Background: an optimization exercise with open tools, aiming at small area, a short achievable clock period and few clock cycles. Do not read the settings as production practice. RTL that was checked went through simulation tests only; none was proved equivalent to the original. Power and IR drop assume default switching activity.

## the baseline
==> flow/design.v <==
module bk_add #(parameter int W = 40) (
    input  logic [W-1:0] a,
    input  logic [W-1:0] b,
    input  logic         ci,
    output logic [W-1:0] y,
    output logic         co
);
    localparam int L = (W < 2) ? 1 : (W < 4) ? 2 : (W < 8) ? 3 : (W < 16) ? 4 : (W < 32) ? 5 : (W < 64) ? 6 : 7;   
    logic [W:0] g [0:2*L];
    logic [W:0] p [0:2*L];
    always_comb begin
        g[0] = {a & b, ci};
        p[0] = {a ^ b, 1'b0};
        for (int l = 0; l < L; l++) begin
            g[l+1] = g[l];
            p[l+1] = p[l];
            for (int i = (2 << l) - 1; i <= W; i += (2 << l)) begin
                g[l+1][i] = g[l][i] | (p[l][i] & g[l][i - (1 << l)]);
                p[l+1][i] = p[l][i] & p[l][i - (1 << l)];
            end
        end
        for (int l = L - 2; l >= 0; l--) begin
            g[2*L-1-l] = g[2*L-2-l];
            p[2*L-1-l] = p[2*L-2-l];
            for (int i = (3 << l) - 1; i <= W; i += (2 << l)) begin
                g[2*L-1-l][i] = g[2*L-2-l][i] | (p[2*L-2-l][i] & g[2*L-2-l][i - (1 << l)]);
                p[2*L-1-l][i] = p[2*L-2-l][i] & p[2*L-2-l][i - (1 << l)];
            end
        end
        for (int i = 0; i < W; i++) y[i] = p[0][i+1] ^ g[2*L-1][i];
        co = g[2*L-1][W];
    end
endmodule
module inc_late #(parameter int W = 24) (
    input  logic [W-1:0] a,
    input  logic         ci,
    output logic [W-1:0] y
);
    logic [W-1:0] ones;    
    always_comb begin
        ones[0] = 1'b1;
        for (int i = 1; i < W; i++) ones[i] = ones[i-1] & a[i-1];
        y = a ^ (ones & {W{ci}});
    end
endmodule
module day03p2_top (
    input  logic        clk_i,
    input  logic        rst_ni,
    input  logic [3:0]  digit_i,
    input  logic        eol_i,
    output logic [63:0] result_o,
    output logic        ready_o
);
logic [11:0][3:0] s_q, s_d;
logic [11:0]      s_en;
logic [39:0] lo_q;        
logic [23:0] hi_q, hi_d;  
logic        busy_q;      
logic        flush_q;     
logic [10:0] mb_q;        
logic        tg_q;        
logic        fin_q;       
logic        clr_q;       
logic        done_q;      
logic        c_q;         
logic [3:0]  add_q;       
logic        dig_take, conv, nxt11;
logic [11:1] lt, moved;
logic [10:0] ms;
logic [9:0]  ma;
logic [47:0] r;
logic [39:0] a, b, y;
logic        co;
logic [3:0]  top;
logic [39:0] sum;
assign r        = s_q;
assign conv     = busy_q | eol_i;
assign dig_take = ~busy_q & ~eol_i & (digit_i != 4'd0);
assign nxt11    = mb_q[10];    
always_comb begin
    for (int i = 1; i < 12; i++) lt[i] = s_q[i] < s_q[i-1];
    moved[11] = lt[11];
    for (int i = 10; i >= 1; i--) moved[i] = moved[i+1] | lt[i];
    top = tg_q ? s_q[11] : 4'd0;
    for (int i = 0; i < 10; i++) ma[i] = mb_q[i] | add_q[0];
    for (int i = 0; i < 11; i++) ms[i] = mb_q[i] | clr_q;
    for (int j = 0; j < 40; j++) begin
        a[j] = r[j] & ma[j/4];
        if (j >= 2) b[j] = (r[j-2] & mb_q[(j-2)/4]) | (lo_q[j] & add_q[1 + j/14]);
    end
    b[1] = top[2] | top[3] | (lo_q[1] & add_q[1]);
    b[0] = top[1] | top[3] | (lo_q[0] & add_q[1]);
end
bk_add #(.W(40)) u_add (.a(a), .b(b), .ci(top[3]), .y(y), .co(co));
assign sum = {y[38:0], top[0]};
inc_late #(.W(24)) u_inc (.a(hi_q), .ci(c_q), .y(hi_d));
always_comb begin
    s_d[0] = conv ? (clr_q ? 4'd0 : sum[3:0]) : digit_i;
    for (int i = 1; i < 12; i++)
        s_d[i] = ((i < 10 && mb_q[i-1]) ? sum[4*i +: 4] : 4'd0) | (ms[i-1] ? 4'd0 : s_q[i-1]);
    s_en[0] = conv | (dig_take & (moved[1] | (digit_i > s_q[0])));
    for (int i = 1; i < 12; i++) s_en[i] = conv | (dig_take & moved[i]);
end
always_ff @(posedge clk_i or negedge rst_ni) begin
    if (!rst_ni) begin
        hi_q    <= 24'd0;
        busy_q  <= 1'b1;
        flush_q <= 1'b1;
        mb_q    <= 11'd0;
        tg_q    <= 1'b1;
        fin_q   <= 1'b0;
        clr_q   <= 1'b0;
        done_q  <= 1'b0;
        c_q     <= 1'b0;
        add_q   <= 4'd0;
    end else begin
        hi_q    <= hi_d;
        fin_q   <= nxt11;
        clr_q   <= nxt11 & mb_q[0];    
        for (int k = 0; k < 4; k++) add_q[k] <= nxt11 & mb_q[k] & ~flush_q;
        tg_q    <= ~nxt11;
        mb_q    <= (conv & ~nxt11 & ~fin_q & ~done_q) ? {mb_q[9:0], 1'b1} : 11'd0;
        done_q  <= fin_q;
        c_q     <= add_q[0] & co;
        busy_q  <= conv & ~done_q;
        if (done_q) flush_q <= 1'b0;
    end
end
always_ff @(posedge clk_i) begin
    if (fin_q) lo_q <= y;
    for (int i = 0; i < 12; i++) if (s_en[i]) s_q[i] <= s_d[i];
end
assign result_o = {hi_q, lo_q};
assign ready_o  = ~busy_q;
endmodule
clock: 8.0 ns
lec_check: 0
cap_margin: 20
core_margin: 2
core_utilization: 40
cts_buf_list: sky130_fd_sc_hd__clkbuf_4 sky130_fd_sc_hd__clkbuf_8
cts_cluster_diameter: 100
cts_cluster_size: 30
setup_slack_margin: 4.5
slew_margin: 20
run.sh (not shown) runs the stock make flow with config.mk's settings and CLKGATE_MAP_FILE= SYNTH_SCRIPT=/design/flow/synth_recipe.tcl, a recipe that flattens the netlist after the stock synthesis.
### the baseline -> the candidate
==> flow/design.v, changed modules only <==
module day03p2_top (
    input  logic        clk_i,
    input  logic        rst_ni,
    input  logic [3:0]  digit_i,
    input  logic        eol_i,
    output logic [63:0] result_o,
    output logic        ready_o
);
logic [11:0][3:0] s_q, s_d;
logic [11:0]      s_en;
logic [39:0] lo_q;        
logic [23:0] hi_q, hi_d;  
logic        busy_q;      
logic        flush_q;     
logic [10:0] mb_q;        
logic        tg_q;        
logic        fin_q;       
logic        clr_q;       
logic        done_q;      
logic        c_q;         
logic [6:0]  add_q;       
logic [9:0]  ma_q;        
logic        dig_take, conv, nxt11;
logic [11:1] lt, moved;
logic [10:0] ms;
logic [47:0] r;
logic [39:0] a, b, y;
logic        co;
logic [3:0]  top;
logic [39:0] sum;
assign r        = s_q;
assign conv     = busy_q | eol_i;
assign dig_take = ~busy_q & ~eol_i & (digit_i != 4'd0);
assign nxt11    = mb_q[10];    
always_comb begin
    for (int i = 1; i < 12; i++) lt[i] = s_q[i] < s_q[i-1];
    moved[11] = lt[11];
    for (int i = 10; i >= 1; i--) moved[i] = moved[i+1] | lt[i];
    top = tg_q ? s_q[11] : 4'd0;
    for (int i = 0; i < 11; i++) ms[i] = mb_q[i] | clr_q;
    for (int j = 0; j < 40; j++) begin
        a[j] = r[j] & ma_q[j/4];
        if (j >= 2) b[j] = (r[j-2] & mb_q[(j-2)/4]) | (lo_q[j] & add_q[1 + j/7]);
    end
    b[1] = top[2] | top[3] | (lo_q[1] & add_q[1]);
    b[0] = top[1] | top[3] | (lo_q[0] & add_q[1]);
end
bk_add #(.W(40)) u_add (.a(a), .b(b), .ci(top[3]), .y(y), .co(co));
assign sum = {y[38:0], top[0]};
inc_late #(.W(24)) u_inc (.a(hi_q), .ci(c_q), .y(hi_d));
always_comb begin
    s_d[0] = conv ? (clr_q ? 4'd0 : sum[3:0]) : digit_i;
    for (int i = 1; i < 12; i++)
        s_d[i] = ((i < 10 && mb_q[i-1]) ? sum[4*i +: 4] : 4'd0) | (ms[i-1] ? 4'd0 : s_q[i-1]);
    s_en[0] = conv | (dig_take & (moved[1] | (digit_i > s_q[0])));
    for (int i = 1; i < 12; i++) s_en[i] = conv | (dig_take & moved[i]);
end
always_ff @(posedge clk_i or negedge rst_ni) begin
    if (!rst_ni) begin
        hi_q    <= 24'd0;
        busy_q  <= 1'b1;
        flush_q <= 1'b1;
        mb_q    <= 11'd0;
        tg_q    <= 1'b1;
        fin_q   <= 1'b0;
        clr_q   <= 1'b0;
        done_q  <= 1'b0;
        c_q     <= 1'b0;
        add_q   <= 7'd0;
        ma_q    <= 10'd0;
    end else begin
        hi_q    <= hi_d;
        fin_q   <= nxt11;
        clr_q   <= nxt11 & mb_q[0];    
        for (int k = 0; k < 7; k++) add_q[k] <= nxt11 & mb_q[k] & ~flush_q;
        tg_q    <= ~nxt11;
        mb_q    <= (conv & ~nxt11 & ~fin_q & ~done_q) ? {mb_q[9:0], 1'b1} : 11'd0;
        ma_q    <= (conv & ~nxt11 & ~fin_q & ~done_q) ? {mb_q[8:0], 1'b1} : {10{nxt11 & ~flush_q}};
        done_q  <= fin_q;
        c_q     <= add_q[0] & co;
        busy_q  <= conv & ~done_q;
        if (done_q) flush_q <= 1'b0;
    end
end
always_ff @(posedge clk_i) begin
    if (fin_q) lo_q <= y;
    for (int i = 0; i < 12; i++) if (s_en[i]) s_q[i] <= s_d[i];
end
assign result_o = {hi_q, lo_q};
assign ready_o  = ~busy_q;
endmodule
==> run summary <==
Taking the baseline as the reference point, the multi-input gate share of total cell area of the candidate falls by 0.84 points. In the candidate, combinational power share is lower than in the baseline. The baseline has higher utilization than the candidate. Clock period minus worst slack (the candidate over the baseline): decrease, 0.15 ns. In the candidate, sequential standard cell area is higher than in the baseline. Per the comparison of the candidate with the baseline, total number of sequential cells went up, post-route worst setup slack went up, critical path depth went down, global-route usage went down. Compared with the baseline, the candidate shows largest net degree at the start of global routing that has gone up by more than a quarter. The candidate against the baseline: final cell count without fillers up about 2.2%, average routed wire per standard cell down about 1.5%. On slew of the pin with the lowest slew margin: the candidate sits above the baseline.
No run of this note included a check of the RTL's function; only the layout flow was run.


// day03p2_top: RTL as listed in full above, without the edits since
Settings: LEC_CHECK=0, CAP_MARGIN=20, CORE_MARGIN=2, CORE_UTILIZATION=40, CTS_BUF_LIST=sky130_fd_sc_hd__clkbuf_4 sky130_fd_sc_hd__clkbuf_8, CTS_CLUSTER_DIAMETER=100, CTS_CLUSTER_SIZE=30, SETUP_SLACK_MARGIN=4.25, SLEW_MARGIN=20; clock period 8.0 ns.
standard.sh (not shown) runs the stock make flow with config.mk's settings and CLKGATE_MAP_FILE= SYNTH_SCRIPT=/design/flow/synth_recipe.tcl, a recipe that flattens the netlist after the stock synthesis.
==> flow/flow/run.sh <==
#!/bin/bash
set -euo pipefail
export BUFFER_PORTS_ARGS="-buffer_cell sky130_fd_sc_hd__buf_1"
bash standard.sh finish > standard_flow.log 2>&1
Edit:
--- a/flow/design.v
+++ b/flow/design.v
@@ -54,37 +54,38 @@
 logic [11:0][3:0] s_q, s_d;
 logic [11:0]      s_en;
 logic [39:0] lo_q;        
 logic [23:0] hi_q, hi_d;  
+logic [3:0]  d_q;         
 logic        busy_q;      
 logic        flush_q;     
 logic [10:0] mb_q;        
 logic        tg_q;        
 logic        fin_q;       
-logic        clr_q;       
+logic        hold_q;      
 logic        done_q;      
+logic [3:0]  add_q;       
 logic        c_q;         
-logic [3:0]  add_q;       
-logic        dig_take, conv, nxt11;
+logic        dig, conv, nxt11;
+logic [10:0] ms;
 logic [11:1] lt, moved;
-logic [10:0] ms;
 logic [9:0]  ma;
 logic [47:0] r;
 logic [39:0] a, b, y;
 logic        co;
 logic [3:0]  top;
 logic [39:0] sum;
-assign r        = s_q;
-assign conv     = busy_q | eol_i;
-assign dig_take = ~busy_q & ~eol_i & (digit_i != 4'd0);
-assign nxt11    = mb_q[10];    
+assign r     = s_q;
+assign dig   = d_q != 4'd0;
+assign conv  = busy_q;
+assign nxt11 = mb_q[10];    
 always_comb begin
     for (int i = 1; i < 12; i++) lt[i] = s_q[i] < s_q[i-1];
     moved[11] = lt[11];
     for (int i = 10; i >= 1; i--) moved[i] = moved[i+1] | lt[i];
     top = tg_q ? s_q[11] : 4'd0;
     for (int i = 0; i < 10; i++) ma[i] = mb_q[i] | add_q[0];
-    for (int i = 0; i < 11; i++) ms[i] = mb_q[i] | clr_q;
+    for (int i = 0; i < 11; i++) ms[i] = mb_q[i] | done_q;
     for (int j = 0; j < 40; j++) begin
         a[j] = r[j] & ma[j/4];
         if (j >= 2) b[j] = (r[j-2] & mb_q[(j-2)/4]) | (lo_q[j] & add_q[1 + j/14]);
     end
@@ -94,40 +95,45 @@
 bk_add #(.W(40)) u_add (.a(a), .b(b), .ci(top[3]), .y(y), .co(co));
 assign sum = {y[38:0], top[0]};
 inc_late #(.W(24)) u_inc (.a(hi_q), .ci(c_q), .y(hi_d));
 always_comb begin
-    s_d[0] = conv ? (clr_q ? 4'd0 : sum[3:0]) : digit_i;
+    s_d[0] = conv ? sum[3:0] : d_q;
     for (int i = 1; i < 12; i++)
-        s_d[i] = ((i < 10 && mb_q[i-1]) ? sum[4*i +: 4] : 4'd0) | (ms[i-1] ? 4'd0 : s_q[i-1]);
-    s_en[0] = conv | (dig_take & (moved[1] | (digit_i > s_q[0])));
-    for (int i = 1; i < 12; i++) s_en[i] = conv | (dig_take & moved[i]);
+        s_d[i] = (i < 10 ? sum[4*i +: 4] : 4'd0) | (ms[i-1] ? 4'd0 : s_q[i-1]);
+    s_en[0] = (conv & ~hold_q) | (dig & (moved[1] | (d_q > s_q[0])));
+    for (int i = 1; i < 12; i++) s_en[i] = (conv & ~hold_q) | (dig & moved[i]);
 end
 always_ff @(posedge clk_i or negedge rst_ni) begin
     if (!rst_ni) begin
         hi_q    <= 24'd0;
         busy_q  <= 1'b1;
         flush_q <= 1'b1;
         mb_q    <= 11'd0;
+        done_q  <= 1'b0;
         tg_q    <= 1'b1;
         fin_q   <= 1'b0;
-        clr_q   <= 1'b0;
-        done_q  <= 1'b0;
+        hold_q  <= 1'b0;
+        add_q   <= 4'd0;
         c_q     <= 1'b0;
-        add_q   <= 4'd0;
     end else begin
-        hi_q    <= hi_d;
-        fin_q   <= nxt11;
-        clr_q   <= nxt11 & mb_q[0];    
-        for (int k = 0; k < 4; k++) add_q[k] <= nxt11 & mb_q[k] & ~flush_q;
-        tg_q    <= ~nxt11;
-        mb_q    <= (conv & ~nxt11 & ~fin_q & ~done_q) ? {mb_q[9:0], 1'b1} : 11'd0;
-        done_q  <= fin_q;
-        c_q     <= add_q[0] & co;
-        busy_q  <= conv & ~done_q;
-        if (done_q) flush_q <= 1'b0;
+        hi_q   <= hi_d;
+        fin_q  <= nxt11;
+        hold_q <= nxt11;
+        add_q  <= {4{nxt11 & ~flush_q}};
+        c_q    <= add_q[0] & co;
+        tg_q   <= ~(nxt11 | fin_q);
+        done_q <= fin_q;
+        mb_q   <= (conv & ~nxt11 & ~fin_q & ~done_q) ? {mb_q[9:0], 1'b1} : 11'd0;
+        if (conv) begin
+            busy_q <= ~done_q;
+            if (done_q) flush_q <= 1'b0;
+        end else begin
+            busy_q <= eol_i;
+        end
     end
 end
 always_ff @(posedge clk_i) begin
+    d_q  <= (busy_q | eol_i) ? 4'd0 : digit_i;
     if (fin_q) lo_q <= y;
     for (int i = 0; i < 12; i++) if (s_en[i]) s_q[i] <= s_d[i];
 end
 assign result_o = {hi_q, lo_q};
=> The new run passed the timing, DRC and antenna checks; clock skew decreases by 0.0047 ns; cell area is lower by a few percent; utilization went down by 1.9 points; total power grows by a quarter to a third; sequential power grows by about a fifth; flip-flop and latch count is unchanged; final cell count went down slightly; global-route usage went down by 0.30 points; via count falls by a few percent; synthesized area falls slightly.
Testbench counts after the change, summed over its fixed seeds: cycles 55,312.
For the first run of this note, only the layout was checked, not whether the RTL still works.

separate check: timing with driven ports:
In the flow no input, the clock included, has a driving cell. The finished layouts below were timed again as built, in two steps.
Step 1 assumes that a clkbuf_16 drives the clock port and a buf_2 every other input.
Step 2 moves the port delays by t, midway between the first and last clock arrival at a register: inputs arrive t later, outputs are due t later. That takes back most of the time a late clock gives input paths.
Three values: no drivers, after step 1, after step 2; two values: the first two.
run	shift t [ns]	slack for setup (ns)	worst hold slack (ns)	clock arrival spread, ns	slew at the worst register clock pin (ns)
the baseline	0.497	4.348 / 4.348 / 4.179	0.449 / 0.449 / 0.449	0.012 / 0.013	0.09 / 0.09
the candidate	0.480	4.501 / 4.501 / 4.095	0.447 / 0.447 / 0.447	0.021 / 0.021	0.10 / 0.10
the first run of note 2	0.474	4.278 / 4.278 / 4.006	0.438 / 0.438 / 0.438	0.022 / 0.022	0.09 / 0.09
the second run of note 2	0.498	4.565 / 4.565 / 4.565	0.483 / 0.483 / 0.483	0.017 / 0.017	0.10 / 0.10
After both steps every run listed still meets setup and hold. For the candidate, which loses most, drivers alone change the setup slack by 0.000 ns; drivers and shift together by -0.406 ns.
